From an optimization exercise on the open Yosys and OpenROAD flow, aimed at small area and a short achievable clock period; shortcuts taken in it are not production practice.
Function was checked by simulation only, so behaviour that the tests miss may differ from the original.
No run shown here takes its clock network from TritonCTS; it comes from the design's own scripts or RTL.
No driver is modelled on the clock port, so clock power and skew are understated where the tree is cut down; a real chip needs a root buffer or a tree.
Power figures rest on the tool's default switching activity, not on a simulated workload.

## flow/design.v (module list and top-level ports; edited modules follow where they fit)
// module c6288: 1345 lines
// module mul_fa: 4 lines
// module mul_fx: 6 lines
// module mul_x2: 3 lines
// module mul_maj: 3 lines
// module mul_han: 4 lines
// module mul_xn2: 3 lines
// module mul_or2: 3 lines
// module mul_ha: 4 lines
// module c6288_top: 18 lines
module c6288_top (
  input         clk,
  input  [15:0] a,
  input  [15:0] b,
  output [31:0] p
);
  // ...
==> flow/flow/run.sh <==
#!/bin/bash
set -uo pipefail
source flow/params.sh
export RES=orfs/results/sky130hd/c6288_top/base
ARGS=(MATCH_CELL_FOOTPRINT=0 "BUFFER_PORTS_ARGS=-buffer_cell $PORT_BUF" SETUP_SLACK_MARGIN=$SETUP_MARGIN $EXTRA)
if [ -n "${CTS_OPTS:-}" ]; then ARGS+=("CTS_ARGS=$CTS_OPTS"); fi
bash standard.sh "${ARGS[@]}" floorplan > std_floorplan.log 2>&1 || exit 1
if [ -n "$IN_FF" ]; then
  IN_FF=$IN_FF openroad -no_init -exit flow/upsize.tcl > upsize.log 2>&1 || exit 1
fi
bash standard.sh "${ARGS[@]}" cts > std_cts.log 2>&1 || exit 1
if [ -n "$SKEW_CELLS" ]; then
  SKEW_CELLS="$SKEW_CELLS" ROOT_CELL="${ROOT_CELL:-}" P_GROUP="${P_GROUP:-8}" IN_ROOTS="${IN_ROOTS:-2}" openroad -no_init -exit flow/${SKEW_TCL:-skew.tcl} > skew.log 2>&1 || exit 1
fi
bash standard.sh "${ARGS[@]}" finish > std_finish.log 2>&1
st=$?
cp orfs/logs/sky130hd/c6288_top/base/*.log . 2>/dev/null
exit $st
==> flow/flow/params.sh <==
SETUP_MARGIN=10.6
PORT_BUF=sky130_fd_sc_hd__buf_1
IN_FF=sky130_fd_sc_hd__dfxtp_2
SKEW_CELLS="sky130_fd_sc_hd__clkdlybuf4s50_1 sky130_fd_sc_hd__clkbuf_8"
EXTRA="SKIP_CTS_REPAIR_TIMING=1 REMOVE_ABC_BUFFERS=1 SETUP_MOVE_SEQUENCE=sizeup,swap"
CTS_OPTS="-sink_clustering_enable -repair_clock_nets -dont_use_dummy_load -buf_list {sky130_fd_sc_hd__clkbuf_4 sky130_fd_sc_hd__clkbuf_8}"
SKEW_TCL="skew2.tcl"
ROOT_CELL="sky130_fd_sc_hd__clkbuf_16"
P_GROUP="8"
IN_ROOTS="3"
==> flow/flow/skew.tcl <==
read_db $::env(RES)/4_cts.odb
set block [ord::get_db_block]
set db [ord::get_db]
array set groups {}
foreach inst [$block getInsts] {
  if {[string match {p_q*} [$inst getName]]} {
    set it [$inst findITerm CLK]
    lappend groups([[$it getNet] getName]) $it
  }
}
set k 0
foreach netname [lsort [array names groups]] {
  set src [$block findNet $netname]
  set sx 0; set sy 0; set c 0
  foreach it $groups($netname) {
    set bb [[$it getInst] getBBox]
    incr sx [$bb xMin]; incr sy [$bb yMin]; incr c
  }
  set x [expr {$sx / $c}]; set y [expr {$sy / $c}]
  foreach cell $::env(SKEW_CELLS) {
    set buf [odb::dbInst_create $block [$db findMaster $cell] "skew_buf_$k"]
    set dst [odb::dbNet_create $block "skew_clk_$k"]
    $dst setSigType CLOCK
    [$buf findITerm A] connect $src
    [$buf findITerm X] connect $dst
    $buf setLocation $x $y
    $buf setPlacementStatus PLACED
    set src $dst
    incr k
  }
  foreach it $groups($netname) {
    $it disconnect
    $it connect $src
  }
  puts "leaf $netname: $c product registers behind $::env(SKEW_CELLS)"
}
global_connect
detailed_placement
check_placement
write_db $::env(RES)/4_cts.odb
==> flow/flow/skew2.tcl <==
read_db $::env(RES)/4_cts.odb
set block [ord::get_db_block]
set db [ord::get_db]
set portnet [$block findNet clk]
set root ""
foreach it [$portnet getITerms] { set root [$it getInst] }
$root swapMaster [$db findMaster $::env(ROOT_CELL)]
set rootnet [[$root findITerm X] getNet]
puts "root [$root getName] -> [$rootnet getName]"
set leaves {}
set pflops {}
set inflops {}
foreach inst [$block getInsts] {
  set name [$inst getName]
  if {[string match {a_q*} $name] || [string match {b_q*} $name] || [string match {p_q*} $name]} {
    set it [$inst findITerm CLK]
    set drv [[$it getNet] getFirstOutput]
    if {$drv ne "NULL" && $drv ne ""} {
      set d [$drv getInst]
      if {$d ne $root} { lappend leaves $d }
    }
    $it disconnect
    if {[string match {p_q*} $name]} {
      lappend pflops $inst
    } else {
      lappend inflops $inst
    }
  }
}
# operand registers: split by position among IN_ROOTS new root buffers
set pts {}
foreach inst $inflops {
  set bb [$inst getBBox]
  lappend pts [list $inst [$bb xMin] [$bb yMin]]
}
set pts [lsort -integer -index 2 $pts]
set nr $::env(IN_ROOTS)
set per [expr {([llength $pts] + $nr - 1) / $nr}]
for {set r 0} {$r < $nr} {incr r} {
  set grp [lrange $pts [expr {$r * $per}] [expr {$r * $per + $per - 1}]]
  set sx 0; set sy 0
  foreach p $grp { incr sx [lindex $p 1]; incr sy [lindex $p 2] }
  set n [llength $grp]
  set buf [odb::dbInst_create $block [$db findMaster $::env(ROOT_CELL)] "clk_in_root_$r"]
  set dst [odb::dbNet_create $block "clk_in_$r"]
  $dst setSigType CLOCK
  [$buf findITerm A] connect $portnet
  [$buf findITerm X] connect $dst
  $buf setLocation [expr {$sx / $n}] [expr {$sy / $n}]
  $buf setPlacementStatus PLACED
  foreach p $grp { [[lindex $p 0] findITerm CLK] connect $dst }
  puts "operand root $r: $n registers"
}
set pts {}
foreach inst $pflops {
  set bb [$inst getBBox]
  lappend pts [list $inst [$bb xMin] [$bb yMin]]
}
set pts [lsort -integer -index 2 $pts]
set gsize $::env(P_GROUP)
set k 0
set g 0
for {set i 0} {$i < [llength $pts]} {incr i $gsize} {
  set grp [lsort -integer -index 1 [lrange $pts $i [expr {$i + $gsize - 1}]]]
  set sx 0; set sy 0
  foreach p $grp { incr sx [lindex $p 1]; incr sy [lindex $p 2] }
  set n [llength $grp]
  set x [expr {$sx / $n}]; set y [expr {$sy / $n}]
  set src $rootnet
  foreach cell $::env(SKEW_CELLS) {
    set buf [odb::dbInst_create $block [$db findMaster $cell] "skew_buf_$k"]
    set dst [odb::dbNet_create $block "skew_clk_$k"]
    $dst setSigType CLOCK
    [$buf findITerm A] connect $src
    [$buf findITerm X] connect $dst
    $buf setLocation $x $y
    $buf setPlacementStatus PLACED
    set src $dst
    incr k
  }
  foreach p $grp { [[lindex $p 0] findITerm CLK] connect $src }
  puts "group $g: $n product registers behind $::env(SKEW_CELLS)"
  incr g
}
# remove the CTS leaf buffers that now drive nothing
foreach d [lsort -unique $leaves] {
  set out [[$d findITerm X] getNet]
  set loads 0
  if {$out ne "NULL"} {
    foreach it [$out getITerms] { if {[$it isInputSignal]} { incr loads } }
  }
  if {$loads == 0} {
    puts "removing [$d getName]"
    odb::dbInst_destroy $d
    if {$out ne "NULL"} { odb::dbNet_destroy $out }
  }
}
global_connect
detailed_placement
check_placement
write_db $::env(RES)/4_cts.odb
==> flow/flow/upsize.tcl <==
# Give the operand registers a stronger flip-flop of the same type.
read_db $::env(RES)/2_floorplan.odb
set block [ord::get_db_block]
set m [[ord::get_db] findMaster $::env(IN_FF)]
set n 0
foreach inst [$block getInsts] {
  set name [$inst getName]
  if {[string match {a_q*} $name] || [string match {b_q*} $name]} {
    $inst swapMaster $m
    incr n
  }
}
puts "upsized $n registers to $::env(IN_FF)"
write_db $::env(RES)/2_floorplan.odb
==> flow/standard.sh <==
#!/bin/bash
# synth_recipe.tcl (not shown) runs the flow's synth.tcl, then flattens the netlist and writes it again
# the make line also repeats each setting of config.mk as NAME=value (left out here)
make -C /OpenROAD-flow-scripts/flow DESIGN_CONFIG=/design/flow/config.mk WORK_HOME=/design/flow/orfs CLKGATE_MAP_FILE= SYNTH_SCRIPT=/design/flow/synth_recipe.tcl "${@:-finish}"
==> flow/config.mk <==
export PLATFORM = sky130hd
export DESIGN_NAME = c6288_top
export DESIGN_NICKNAME = c6288_top
export VERILOG_FILES = /design/flow/design.v
export SDC_FILE = /design/flow/constraint.sdc
export NUM_CORES = 4
export LEC_CHECK = 0
export CAP_MARGIN = 20
export CORE_MARGIN = 2
export CORE_UTILIZATION = 80
export SLEW_MARGIN = 20
export SYNTH_HIERARCHICAL = 1
export SYNTH_MINIMUM_KEEP_SIZE = 0
==> flow/constraint.sdc <==
create_clock -name core_clock -period 15.0 [get_ports {clk}]
set_input_delay 3.0000 -clock core_clock [delete_from_list [all_inputs] [get_ports {clk}]]
set_output_delay 3.0000 -clock core_clock [all_outputs]
set_load 0.01 [all_outputs]
==> key figures, run 1 <==
Logic synthesis
  – Post-Syn Area: 7880 sq um
  – Synth area leaders: fa_1 (50%), dfxtp_1 (16%), nand2_1 (13%)
  – Post-synth EDFFs: 0
  – Synth warn: 7

Layout
  – Commonest non-fill, non-tap cell in the layout: nand2_1
  – Seq area share: 16.3%
  – Seq cells: 64
  – Seq. cell area: 1370 sq um

Worst setup path
  – R2r endpoint: p_q[19]$_DFF_P_
  – Worst Reg-to-Reg Cells: 13
  – Setup crit start kind: register
  – Reg2reg setup slack: 10.71 ns
  – CP cell instances: buf_1

GRT
  – Global route total overflow: 0

Drt
  – Total wire length: between 20 and 25 mm
  – Via count: around 6000
  – DRT Pass-1 Iters: 5

STA
  – Setup-failing EPs final: 0
  – Final slew viol count: 0
  – Setup TNS: 0 ns

Power and ir drop
  – Register share of total power: 12.0%
  – Pint: roughly 1.3 mW
  – Max power group: combinational cells

Hold path
  – Hold Path End: p_q[30]$_DFF_P_
  – Hold_sp: a_q[15]$_DFF_P_

Floorplan
  – Die W: 103 microns
  – Die Height: 103 microns

Placement
  – Gpl congestion: 0.971
  – Buffers on Ports: 64

Outcome
  – Status: no timing/DRC/antenna violations
==> inputs of run 2 (changes only) <==
==> flow/flow/params.sh (replaced) <==
SETUP_MARGIN=11.0
PORT_BUF=sky130_fd_sc_hd__buf_1
IN_FF=sky130_fd_sc_hd__dfxtp_2
SKEW_CELLS="sky130_fd_sc_hd__clkdlybuf4s25_1 sky130_fd_sc_hd__clkbuf_8"
EXTRA="SKIP_CTS_REPAIR_TIMING=1 REMOVE_ABC_BUFFERS=1 SETUP_MOVE_SEQUENCE=sizeup,swap"
CTS_OPTS="-sink_clustering_enable -repair_clock_nets -dont_use_dummy_load -buf_list {sky130_fd_sc_hd__clkbuf_4 sky130_fd_sc_hd__clkbuf_8}"
SKEW_TCL="skew2.tcl"
ROOT_CELL="sky130_fd_sc_hd__clkbuf_16"
P_GROUP="8"
IN_ROOTS="3"
--- a/flow/config.mk
+++ b/flow/config.mk
@@ -8,5 +8,5 @@
 export CAP_MARGIN = 20
 export CORE_MARGIN = 2
-export CORE_UTILIZATION = 80
+export CORE_UTILIZATION = 65
 export SLEW_MARGIN = 20
 export SYNTH_HIERARCHICAL = 1
==> run 2 against run 1 <==
Effect of this change: critical path type is now register to register; critical endpoint is now p_q[31]$_DFF_P_; highest routed layer unchanged; design area rose by 3.4%; core utilization down 14 points; total power is 6.5% higher; worst setup slack worse by 0.014 ns; via count down 5.5%; clock power decreased by 2%; sequential share of layout area decreased by 0.064 points; critical path depth rose by 13.
==> key figures, run 2 <==
Logic synthesis
  – Post-synthesis adder-cell area fraction: 54.3% (unchanged)
  – Asr flop ratio synth: 0% (unchanged)
  – Unique masters post-synth: 38 (unchanged)
  – Synth area leaders: fa_1 (50%), dfxtp_1 (16%), nand2_1 (13%) (unchanged)
  – Register area share after synthesis: 16.3% (unchanged)
  – Post-Synth XOR/XNOR Area: 5.11% (unchanged)
  – Largest family of logic cells by synthesized area: adder cells (unchanged)
  – Largest area contributor in the netlist: fa_1 (unchanged)
  – Mapped Cells: 774 (unchanged)
  – Synth Register Bits: 64 (unchanged)
  – Compound-gate portion of the synthesized area: 4.92% (unchanged)
  – Avg Inst Size Synth: 10.2 sq um (unchanged)
  – Most used flip-flop cell after synthesis: dfxtp_1 (unchanged)
  – Post-Syn Area: 7880 sq um (unchanged)
  – Multiplexer share of the synthesized area: 0% (unchanged)
  – Post-synth EDFFs: 0 (unchanged)
  – Share of the synthesized area in the top cell type: 49.5% (unchanged)
  – Synth warn: 7 (unchanged)
  – Count leader, synth: nand2_1 (unchanged)
  – Synth Area in Simple Gates: 16.1% (unchanged)
  – Synth top cells by count: nand2_1 (267), fa_1 (195), dfxtp_1 (64), clkbuf_1 (62), xnor2_1 (46) (unchanged)

Floorplan
  – Initial core utilization: 66.2% (was 81.4%)
  – Die Height: 114 microns (was 103 microns)
  – Core Footprint: 11900 sq um (was 9680 sq um)
  – IO Count: 65 (unchanged)
  – Rows: 40 (was 36)
  – Die area: 13000 sq um (was 10700 sq um)
  – Die W: 114 microns (was 103 microns)

Placement
  – DP HPWL: 14.9 mm (was 14.5 mm)
  – Gpl congestion: 0.903 (was 0.971)
  – Buffers on Ports: 64 (unchanged)

Worst setup path
  – Crit-path max FO: 16 (was 1)
  – CP Data Arrival Time: 4.80 ns (was 1.34 ns)
  – Setup crit start kind: register (unchanged)
  – Crit. End Element: register (was output pin)
  – Crit path kind: register to register (was register to output pin)
  – Critical Path RT: 15.44 ns (was 12.00 ns)
  – Reg2reg setup slack: 10.64 ns (was 10.71 ns)

Layout
  – Regs by FF count: p_q: 32 flops, a_q: 16 flops, b_q: 16 flops (unchanged)
  – # diodes: 0 (unchanged)
  – Layout cell share with drive strength beyond 1: 16.5% (was 7.61%)
  – Largest register FFs: 32 (unchanged)
  – Commonest non-fill, non-tap cell in the layout: nand2_1 (unchanged)
  – Most flops, register: p_q (unchanged)
  – Most frequent cells in the layout: nand2_1 (259), fa_1 (183), xnor2_1 (44), dfxtp_4 (32), buf_1 (32) (was nand2_1 (266), fa_1 (194), buf_1 (64), xnor2_1 (46), dfxtp_1 (32))
  – # nets final: 1047 (was 1048)
  – Synth-to-layout area growth: 10.4% (was 6.79%)

Power and ir drop
  – NetSw: 1.19 mW (was 1.16 mW)
  – Gate power share: 82.5% (was 81.2%)
  – Switch share: 46.2% (was 48.0%)
  – PwrDens: 294 nW/um^2 (was 286 nW/um^2)
  – Clock power frac: 6.2% (was 6.8%)
  – Pint: 1.38 mW (was 1.25 mW)
  – Leak pwr: 3.12 nW (was 2.99 nW)
  – Maximum vdd drop: 0.339 mV (was 0.394 mV)
  – Register share of total power: 11.4% (was 12.0%)

STA
  – Setup TNS: 0 ns (unchanged)
  – Actual slew at the worst max-slew pin: 0.664 ns (was 0.659 ns)
  – Slew HR: 55.2% (was 55.6%)
  – Setup-failing EPs final: 0 (unchanged)
  – Period utilisation layout: 29.1% (was 29.0%)
  – Final slew viol count: 0 (unchanged)
  – Clock Skews: 0.450 ns (was 0.710 ns)
  – Min Tclk post-route: 4.36 ns (was 4.34 ns)
  – Fin. Hold Viols: 0 (unchanged)
  – WHS: 0.172 ns (was 0.179 ns)
  – F_max: 229 MHz (was 230 MHz)
  – RSZ-0062 raised after global routing: yes (unchanged)

Hold path
  – Hold crit path type: register to register (unchanged)

GRT
  – Global Route Usage Sum: 32.2% (was 38.7%)
  – Global route total overflow: 0 (unchanged)
  – First-pass GRT wire length: 31.3 mm (was 29.9 mm)
  – Antenna violations before repair: 0 (unchanged)
  – Largest net degree at the start of global routing: 17 (unchanged)
  – Vias in the first global route: 6098 (was 6134)

Job
  – MaxCap Viol Count: 0 (unchanged)

Drt
  – DR iter-0 viols: 306 (was 541)
  – DRC Markers: 0 (unchanged)
  – Post-DRT Antenna Nets: 0 (unchanged)
  – DRT Pass-1 Iters: 5 (unchanged)
  – Per-cell routed wire length: 21.1 microns (was 22.3 microns)
  – Vias/cell: 6.05 (was 6.49)
  – Via count: 5647 (was 5976)
  – Total wire length: 19.7 mm (was 20.5 mm)

Outcome
  – Status: no timing/DRC/antenna violations (unchanged)

CTS
  – Clk slew on worst S/H paths: 0.07 ns (was 0.10 ns)
  – Skew-Pair Late Insertion Delay: 0.57 ns (was 0.83 ns)
  – Clock sinks: 64 (unchanged)
## run 2: worst max-delay path: stages, from the launching register on
cell and delay, ns:
dfxtp_4 0.48, nand2_2 0.09, fa_1 0.43, fa_1 0.51, fa_1 0.43, fa_1 0.48, fa_1 0.54, fa_1 0.46
ha_4 0.32, nand2_2 0.09, o21ai_4 0.22, o211a_1 0.18, o31ai_2 0.09, a311oi_2 0.24, xnor2_1 0.10
## run 2: area by class of cell
class | count | area (sq um)
multi-input cells | 643 | 6560
repair buffers | 64 | 337
clock buffers | 1 | 25.0
fillers | 899 | 3210
well taps | 147 | 184
inverters | 4 | 15.0
flip-flops and latches | 64 | 1410
plain buffers | 11 | 170
## run 2: metal layers
layer / track usage, % / vias up / wire (microns)
met5: 0 / - / 0
li1: - / 2409 / -
met4: 16.3 / 0 / 972
met3: 5.56 / 70 / 1210
met1: 41.2 / 2922 / 7260
met2: 53.6 / 246 / 10200
## run 2: cells by family after synthesis
kind of cell | count (synthesis)
buffers and inverters | 67
DFF | 64
and+or+nand+nor | 315
adders and majority gates | 225
other | 2
AOI/OAI and AO/OA | 55
xor gates and xnor gates | 46
## run 2: through the flow
step / util [%] / area (sq um) / setup WS, ns / power [mW] / std cells
detailed placement: 68.0 / 8110 / 9.85 / 2.02 / 922
global route: 73.1 / 8700 / 10.48 / 2.79 / 934
floorplan: - / 7640 / 10.14 / 1.66 / 711
finish: 73.1 / 8700 / 10.64 / 2.56 / 934
CTS: 69.1 / 8230 / 9.82 / 2.16 / 931
global placement: 68.0 / 8110 / 9.96 / 1.98 / 922
## run 2: worst paths after layout
check                   from         endpoint  cells past startpoint
max reg2reg  b_q[10]$_DFF_P_  p_q[31]$_DFF_P_                     14
max          b_q[10]$_DFF_P_  p_q[31]$_DFF_P_                     14
min           a_q[0]$_DFF_P_   p_q[0]$_DFF_P_                      1
min reg2reg   a_q[0]$_DFF_P_   p_q[0]$_DFF_P_                      1
## run 2: Yosys stat by module (local to each module, per instance), excerpt
module	times used	cells inside	flops+latches
mul_xn2	46	1	0
c6288_top	1	64	64
mul_or2	15	1	0
mul_ha	30	1	0
c6288	1	424	0
mul_fa	195	1	0
## run 2: power groups by stage
stage	clock network (mW)	logic (mW)	registers (mW)
final	0.159	2.11	0.291
after CTS	0.123	1.75	0.289
after global routing	0.168	2.32	0.296
after floorplan	0	1.36	0.304
after global placement	0	1.69	0.293
after detailed placement	0	1.73	0.292

re-timing with driven ports:
No port has a modelled driver above. Below, the same layouts with a new extraction and two added sets of constraints.
Step 1, drivers: a clkbuf_16 drives clk and a buf_2 each remaining input, both assumed.
Step 2, shift: input delay + t, output delay - t, t = (earliest + latest rising clock arrival at the registers) / 2. This alone moves slack from input paths to output paths.
Slacks: no drivers / after step 1 / after step 2; pairs: no drivers / after step 1.
run	t, ns	setup slack, ns	latest minus earliest clock arrival (ns)	worst data-port slew with drivers (ns)
run 1	0.550	10.656 / 10.584 / 10.711	0.710 / 0.711	0.04
run 2	0.419	10.641 / 10.641 / 10.641	0.451 / 0.450	0.04
In run 1 and run 2 the clock reaches the registers at very different times; t lies between them, and the last value is a rough guide only.
